This design comes from an exercise in tuning for small area on the open sky130 flow, not from production work. The RTL was checked by simulation tests, not by an equivalence proof against the original design.

## ReConf_FirFilter
module ReConf_FirFilter (
    input              iClk12M,
    input              iRsn,
    input              iEnSample600k,
    input              iCoeffUpdateFlag,
    input      [2:0]   iFirIn,
    input      [5:0]   iNumOfCoeff,
    input      [5:0]   iAddrRam,
    input      [15:0]  iWrDtRam,
    output reg [15:0]  oFirOut
);
    wire         wWrEn, wRdMode, wRdMode1, wSample;
    wire [3:0]   wWrAddr;
    wire [159:0] wCoeff;
    wire [119:0] wDelay;
    wire [63:0]  wMacN;
    wire [15:0]  wSat;
    Controller controller_inst (
        .iClk12M(iClk12M), .iRsn(iRsn), .iEnSample600k(iEnSample600k),
        .iCoeffUpdateFlag(iCoeffUpdateFlag), .iNumOfCoeff(iNumOfCoeff),
        .iAddrRam(iAddrRam), .oWrEn(wWrEn), .oWrAddr(wWrAddr),
        .oRdMode(wRdMode), .oRdMode1(wRdMode1), .oSample(wSample));
    SpSram10x16 ram_inst (
        .iClk(iClk12M), .iWrEn(wWrEn), .iAddr(wWrAddr), .iWrDt(iWrDtRam),
        .oCoeff(wCoeff));
    DelayChain delay_chain_inst (
        .iClk(iClk12M), .iRsn(iRsn), .iShift(wSample), .iFirIn(iFirIn),
        .oDelay(wDelay));
    MacUnit mac_inst (.iCoeff(wCoeff), .iDelay(wDelay), .oMacN(wMacN));
    FinalSum final_sum_inst (.iMacN(wMacN), .oSat(wSat));
    reg [15:0] rRes;
    reg        rOutLd;
    always @(posedge iClk12M or negedge iRsn) begin
        if (!iRsn) begin
            rRes    <= 16'h0;
            rOutLd  <= 1'b0;
            oFirOut <= 16'h0;
        end else begin
            if (wRdMode1)
                rRes <= wSat;
            rOutLd <= wSample;
            if (rOutLd)
                oFirOut <= rRes;
        end
    end
endmodule
clock: 12.0 ns
lec_check: 0
abc_area: 1
cap_margin: 30
core_margin: 2
core_utilization: 40
slew_margin: 40
run.sh (not shown) runs the stock make flow with config.mk's settings and CLKGATE_MAP_FILE= SYNTH_SCRIPT=/design/flow/synth_recipe.tcl, a recipe that flattens the netlist after the stock synthesis.
The starting point completed and failed the layout checks on negative setup slack.
Edit:
- SYNTH_HIERARCHICAL: default -> 1
- SYNTH_MINIMUM_KEEP_SIZE: default -> 0
The changed run completed and failed the layout checks on negative setup slack.
Setup slack gets better by 0.37 ns.
Wire length fell by roughly a tenth.
Cell area is lower by a few percent.
Clock-buffer cell count is lower by 9.
First-iteration DRC count goes down by roughly a tenth.
Maximum frequency climbs by a few percent.
Die area came out lower by a few percent.
Sequential share of layout area goes up by 1.0 points.
Non-clock buffer count goes down by 51.
Final cell count is lower by roughly a tenth.

---

ReConf_FirFilter, a different RTL version from the one above (not shown whole).
Size: roughly 3200 cells after synthesis, ~350 flip-flops, roughly 51 I/O pins.
==> flow/config.mk <==
export PLATFORM = sky130hd
export DESIGN_NAME = ReConf_FirFilter
export DESIGN_NICKNAME = ReConf_FirFilter
export VERILOG_FILES = /design/flow/design.v
export SDC_FILE = /design/flow/constraint.sdc
export NUM_CORES = 4
export LEC_CHECK = 0
export ABC_AREA = 1
export CAP_MARGIN = 10
export CELL_PAD_IN_SITES_DETAIL_PLACEMENT = 1
export CELL_PAD_IN_SITES_GLOBAL_PLACEMENT = 1
export CORE_MARGIN = 2
export CORE_UTILIZATION = 45
export CTS_CLUSTER_DIAMETER = 100
export CTS_CLUSTER_SIZE = 30
export GPL_TIMING_DRIVEN = 0
export SETUP_SLACK_MARGIN = 0.1
export SLEW_MARGIN = 10
==> flow/constraint.sdc <==
create_clock -name core_clock -period 12.0 [get_ports {iClk12M}]
set_input_delay 2.4000 -clock core_clock [delete_from_list [all_inputs] [get_ports {iClk12M}]]
set_output_delay 2.4000 -clock core_clock [all_outputs]
set_load 0.01 [all_outputs]
standard.sh (not shown) runs the stock make flow with config.mk's settings and CLKGATE_MAP_FILE= SYNTH_SCRIPT=/design/flow/synth_recipe.tcl, a recipe that flattens the netlist after the stock synthesis.
==> flow/flow/run.sh <==
#!/bin/bash
set -euo pipefail
here=$(pwd)
bash standard.sh SYNTH_SCRIPT="$here/flow/synth.tcl" finish > "$here/flow_make.log" 2>&1
==> flow/flow/abc.script <==
strash
dch -f
amap
topo
stime -c
==> flow/flow/synth.tcl <==
set my_abc_script [file join [file dirname [file normalize [info script]]] abc.script]
set ::env(SYNTH_KEEP_MODULES) "FullAdd HalfAdd SelDec"
proc synth {args} { yosys synth -nofsm -noshare -noabc {*}$args }
proc abc {args} {
  set i [lsearch -exact $args -script]
  if { $i >= 0 } { lset args [expr {$i + 1}] $::my_abc_script }
  yosys abc {*}$args
}
proc extract_fa {args} { yosys extract_fa {*}$args FullAdd HalfAdd }
source $::env(SCRIPTS_DIR)/synth.tcl
# left out here: clear keep_hierarchy, flatten, clean up, hide names made inside functions, write 1_2_yosys.v
Change:
- SETUP_SLACK_MARGIN: 0.1 -> 0.3
The new run completed without violations.
Synthesized cell count stays the same.
Die area is unchanged.
Via count went up by about 0.55%.
Wire length hardly moves.
Global-route usage stays the same.

afterwards: timing with drivers on the ports:
No port has a modelled driver above. Below, the same layouts with a new extraction and two added sets of constraints.
Step 1: set_driving_cell puts a clkbuf_16 on iClk12M and a buf_2 on each other input, an assumption about the parent block.
Step 2 also shifts input and output timing later by t, the mid clock arrival at the registers, as if the neighbouring blocks saw the same clock.
a / b / c = ideal ports / drivers / drivers and shift; a / b = the first two.
run | shift t [ns] | setup slack, ns | worst setup path after step 2 | worst slew at a driven data input, ns
the first run of note 1 | 0.758 | -2.172 / -2.172 / -2.172 | register to register | 0.06
the second run of note 1 | 0.758 | -1.804 / -1.804 / -1.804 | register to register | 0.09
the first run of note 2 | 0.686 | 0.325 / 0.325 / 0.325 | register to register | 0.05
the second run of note 2 | 0.686 | 0.504 / 0.504 / 0.504 | register to register | 0.05
